From an optimization exercise on the open Yosys and OpenROAD flow, aimed at small area; shortcuts taken in it are not production practice.
The RTL was checked by simulation tests, not by an equivalence proof against the original design.

// convolution
module convolution #(parameter BW1=16, BW2=16)
  (input iCLK, iRSTn, iWren,
   input signed [7:0] iX,
   input [7:0] iWeight,
   input [4:0] iADDR,
   output signed [BW2-1:0] oPsum);
export LEC_CHECK = 0
export CAP_MARGIN = 20
export CORE_MARGIN = 2
export CORE_UTILIZATION = 40
export SLEW_MARGIN = 20
export SYNTH_HIERARCHICAL = 1
create_clock -name core_clock -period 6.0 [get_ports {iCLK}]
standard.sh (not shown) runs the stock make flow with config.mk's settings and CLKGATE_MAP_FILE= SYNTH_SCRIPT=/design/flow/synth_recipe.tcl, a recipe that flattens the netlist after the stock synthesis.
==> flow/flow/run.sh <==
#!/bin/bash
set -euo pipefail
export CTS_ARGS="-sink_clustering_enable -repair_clock_nets -dont_use_dummy_load -buf_list sky130_fd_sc_hd__clkbuf_8 -sink_clustering_size 18 -sink_clustering_max_diameter 45"
bash standard.sh > flow_standard.log 2>&1
Change:
==> flow/run.sh (new file) <==
#!/bin/bash
# synth_recipe.tcl (not shown) runs the flow's synth.tcl, then flattens the netlist and writes it again
# the make line also repeats each setting of config.mk as NAME=value (left out here)
make -C /OpenROAD-flow-scripts/flow DESIGN_CONFIG=/design/flow/config.mk WORK_HOME=/design/flow/orfs CLKGATE_MAP_FILE= SYNTH_SCRIPT=/design/flow/synth_recipe.tcl finish
removed: flow/flow/run.sh
removed: flow/standard.sh
After rerunning:
- The changed run passed the timing, design-rule and antenna checks
- via count went up by about 0.9%
- hold slack gets worse by 32 ps
- final area is higher by about 3.7%
- utilization rose by 1.6 points
- count of clock-buffer cells in the layout rises by 39
Change:
==> flow/flow/run.sh (new file) <==
#!/bin/bash
set -euo pipefail
export CTS_ARGS="-sink_clustering_enable -repair_clock_nets -dont_use_dummy_load -buf_list sky130_fd_sc_hd__clkbuf_8 -sink_clustering_size 14 -sink_clustering_max_diameter 60"
bash standard.sh > flow_standard.log 2>&1
==> flow/standard.sh (new file) <==
#!/bin/bash
# synth_recipe.tcl (not shown) runs the flow's synth.tcl, then flattens the netlist and writes it again
# the make line also repeats each setting of config.mk as NAME=value (left out here)
make -C /OpenROAD-flow-scripts/flow DESIGN_CONFIG=/design/flow/config.mk WORK_HOME=/design/flow/orfs CLKGATE_MAP_FILE= SYNTH_SCRIPT=/design/flow/synth_recipe.tcl "${@:-finish}"
removed: flow/run.sh
Result: The changed run produced a clean layout. First-iteration DRC count went down by a little under a tenth. Via count drops slightly. Count of clock-buffer cells in the layout went down by 49. Fmax falls slightly. Worst setup slack is worse by 24 ps.
Change:
CAP_MARGIN = 0   (was 20)
SLEW_MARGIN = 0   (was 20)
Outcome:
- hold slack stays the same
- non-clock buffer count stays the same
- cell area is unchanged
- count of clock-buffer cells in the layout is unchanged
- routed wire length does not change
- final cell count stays the same
- flip-flop and latch count is unchanged

* * *

job 3212:
Starting RTL as in the previous note.
clock: 6.0 ns
lec_check: 0
cap_margin: 20
core_margin: 2
core_utilization: 40
slew_margin: 20
synth_hierarchical: 1
==> flow/flow/run.sh <==
#!/bin/bash
set -euo pipefail
export CTS_ARGS="-sink_clustering_enable -repair_clock_nets -dont_use_dummy_load -buf_list sky130_fd_sc_hd__clkbuf_4"
bash standard.sh > flow_standard.log 2>&1
Inputs modified between job 3212 and job 6370:
==> flow/flow/run.sh <==
#!/bin/bash
set -euo pipefail
export CTS_ARGS="-sink_clustering_enable -repair_clock_nets -dont_use_dummy_load -buf_list {sky130_fd_sc_hd__clkbuf_4 sky130_fd_sc_hd__clkbuf_8} -sink_clustering_size 10 -sink_clustering_max_diameter 50"
bash standard.sh > flow_standard.log 2>&1
- Diff job 3212 -> job 6370 | global-route usage | decrease of 0.26 points
- Job 6370: detail-routed net length per standard cell 1.2% above job 3212
- Relative area change from synthesis to final layout: job 6370 vs job 3212 down 0.29 points
- Delta (job 6370 minus job 3212): final period demand of the worst path decreased 0.038 ns, non-clock buffer count decreased 1, final worst setup slack increased 0.038 ns.
- Across both runs, fraction of layout cells with a size suffix above 1 was lower for job 6370 than for job 3212.
- Lower remaining max-slew budget at the tightest pin among job 6370 and job 3212: job 6370
- ~same sequential share of layout area in job 6370 and job 3212
- Diff job 3212..job 6370 | initial antenna violation count | unchanged

* * *

Setup of old:
Another version of the RTL of convolution (not shown whole).
Size in the first run: ~5700 cells after synthesis, ~1300 flip-flops, roughly 74000 um^2 of cells after synthesis.
// convolution
module convolution #(parameter BW1=16, BW2=16)
  (input iCLK, iRSTn, iWren,
   input signed [7:0] iX,
   input [7:0] iWeight,
   input [4:0] iADDR,
   output signed [BW2-1:0] oPsum);
export LEC_CHECK = 0
export CAP_MARGIN = 20
export CORE_MARGIN = 2
export CORE_UTILIZATION = 40
export CTS_BUF_LIST = sky130_fd_sc_hd__clkbuf_4
export SLEW_MARGIN = 20
export SYNTH_HIERARCHICAL = 1
create_clock -name core_clock -period 6.0 [get_ports {iCLK}]
run.sh (not shown) runs the stock make flow with config.mk's settings and CLKGATE_MAP_FILE= SYNTH_SCRIPT=/design/flow/synth_recipe.tcl, a recipe that flattens the netlist after the stock synthesis.
Stock flow here: none of the scripts above is used.
diff inputs: old => new
--- a/flow/config.mk
+++ b/flow/config.mk
@@ -9,5 +9,4 @@
 export CORE_MARGIN = 2
 export CORE_UTILIZATION = 40
-export CTS_BUF_LIST = sky130_fd_sc_hd__clkbuf_4
 export SLEW_MARGIN = 20
 export SYNTH_HIERARCHICAL = 1
### Flow results
- Every stage of the flow completed for new, and the final layout passed the timing, design-rule and antenna checks.
- As far as sequential share of layout area is concerned, new and old perform about the same.
- Clock distribution area overhead in the final layout for new is higher than for old.
- Changes observed in new relative to old: non-clock buffer instance count of the final layout saw a decrease, layout-stage area growth over the synthesis result up 0.20 points.

* * *

fjord:
convolution, a different RTL version from the one above (not shown whole).
Size in the first run: about 5300 cells after synthesis, about 40 I/O pins.
export LEC_CHECK = 0
export CAP_MARGIN = 20
export CORE_MARGIN = 2
export CORE_UTILIZATION = 40
export GPL_TIMING_DRIVEN = 0
export SLEW_MARGIN = 20
export SYNTH_HIERARCHICAL = 1
create_clock -name core_clock -period 6.0 [get_ports {iCLK}]
standard.sh (not shown) runs the stock make flow with config.mk's settings and CLKGATE_MAP_FILE= SYNTH_SCRIPT=/design/flow/synth_recipe.tcl, a recipe that flattens the netlist after the stock synthesis.
==> flow/flow/run.sh <==
#!/bin/bash
# The standard layout with two changes:
#  - after the standard synthesis, every combinational cell is swapped for the
#    smallest variant of its kind (same function and pins); the placement and
#    timing repairs later upsize what timing needs;
#  - clock tree synthesis adds no dummy loads and builds the tree from
#    clkbuf_8 cells over small sink clusters.
set -euo pipefail
export CTS_ARGS="-sink_clustering_enable -repair_clock_nets -dont_use_dummy_load -buf_list sky130_fd_sc_hd__clkbuf_8 -sink_clustering_size 14 -sink_clustering_max_diameter 60"
RES="$PWD/orfs/results/$FLOW_PLATFORM/convolution/base"
bash standard.sh synth > flow_synth.log 2>&1
cp "$RES/1_2_yosys.v" "$RES/1_2_yosys.std.v"
python3 flow/downsize.py "$FLOW_HOME/platforms/$FLOW_PLATFORM/lib/sky130_fd_sc_hd__tt_025C_1v80.lib" \
  "$RES/1_2_yosys.std.v" "$RES/1_2_yosys.v" > flow_downsize.log 2>&1
rm -f "$RES/1_synth.odb" "$RES/1_synth.sdc"
bash standard.sh > flow_standard.log 2>&1
Other scripts of this flow, unchanged in this note and not shown: flow/flow/downsize.py
Looking at the reports, fjord completed the entire flow and the layout it produced met the timing, design-rule and antenna checks.
The inputs of maple differ from those of fjord as listed below.
diff --git a/flow/flow/run.sh b/flow/flow/run.sh
--- a/flow/flow/run.sh
+++ b/flow/flow/run.sh
@@ -7,5 +7,5 @@
 #    clkbuf_8 cells over small sink clusters.
 set -euo pipefail
-export CTS_ARGS="-sink_clustering_enable -repair_clock_nets -dont_use_dummy_load -buf_list sky130_fd_sc_hd__clkbuf_8 -sink_clustering_size 14 -sink_clustering_max_diameter 60"
+export CTS_ARGS="-sink_clustering_enable -repair_clock_nets -dont_use_dummy_load -buf_list sky130_fd_sc_hd__clkbuf_8 -sink_clustering_size 16 -sink_clustering_max_diameter 70"
 RES="$PWD/orfs/results/$FLOW_PLATFORM/convolution/base"
 bash standard.sh synth > flow_synth.log 2>&1
[summary]
Compared fjord against maple; minimum clock period after layout within noise.
fjord ended up with CS4_9_0$_DFF_P_ as its critical path endpoint; maple ended up with CS5_10_1$_DFF_P_.
Diff fjord -> maple: clock transition time at the flip-flop clock pins of the worst setup and hold paths picked up an extra 0.03 ns, maximum frequency shows no meaningful change, number of clock-tree buffers in the layout shrank by 18%.
Min number of cells traversed by the worst register-to-register path across fjord and maple: fjord
Comparing fjord with maple, the smallest setup slack after layout came out essentially unchanged.
Worst hold margin, fjord and maple, lower one = fjord.
### maple -> tundra
Settings: a change of CORE_UTILIZATION from 40 to 50.
tundra vs. maple: via count roughly the same, highest fanout seen on the critical path higher, number of cells on the worst reg-to-reg path lower, chip width lower.
Looking at area added between synthesis and finish, tundra sits 0.81 points below maple.
Diff maple -> tundra | vertical die dimension | down by more than 10%
Count of cells resized by post-cts repair delta for tundra relative to maple: 11 higher
Higher first-pass GRT wire length among tundra and maple: tundra

[re-timing with driven ports]
The flow's constraints put no driver on any port. The routed layouts listed below were extracted and timed again, unchanged, in two steps. Step 1 (the two cells are an assumption about what drives the block):
set clk [get_ports {iCLK}]
set_driving_cell -lib_cell sky130_fd_sc_hd__clkbuf_16 $clk
set_driving_cell -lib_cell sky130_fd_sc_hd__buf_2 [delete_from_list [all_inputs] $clk]
Step 2 also shifts input and output timing later by t, the mid clock arrival at the registers, as if the neighbouring blocks saw the same clock. Slacks: ideal / step 1 / step 2; pairs: ideal / step 1.
| run | t (ns) | slack for setup (ns) | latest minus earliest clock arrival (ns) |
|---|---|---|---|
| the first run of note 1 | 0.951 | 0.361 / 0.361 / 0.243 | 0.094 / 0.094 |
| the second run of note 1 | 0.871 | 0.346 / 0.346 / 0.346 | 0.052 / 0.052 |
| the third run of note 1 | 0.919 | 0.323 / 0.323 / 0.323 | 0.104 / 0.104 |
| the fourth run of note 1 | 0.919 | 0.323 / 0.323 / 0.323 | 0.104 / 0.104 |
| job 3212 | 1.383 | 0.311 / 0.311 / 0.242 | 0.166 / 0.165 |
| job 6370 | 0.950 | 0.349 / 0.349 / 0.349 | 0.105 / 0.105 |
| old | 1.290 | 0.268 / 0.192 / 0.279 | 0.161 / 0.161 |
| new | 0.869 | 0.239 / 0.239 / 0.239 | 0.052 / 0.052 |
| fjord | 0.906 | 0.135 / 0.135 / -0.360 | 0.115 / 0.115 |
| maple | 0.893 | 0.137 / 0.137 / -0.335 | 0.110 / 0.110 |
| tundra | 0.900 | 0.115 / 0.115 / -0.520 | 0.126 / 0.127 |
Met with ideal ports but missed after step 2: setup timing in fjord, maple and tundra. For tundra, which loses most, drivers alone change the setup slack by 0.000 ns; drivers and shift together by -0.635 ns.
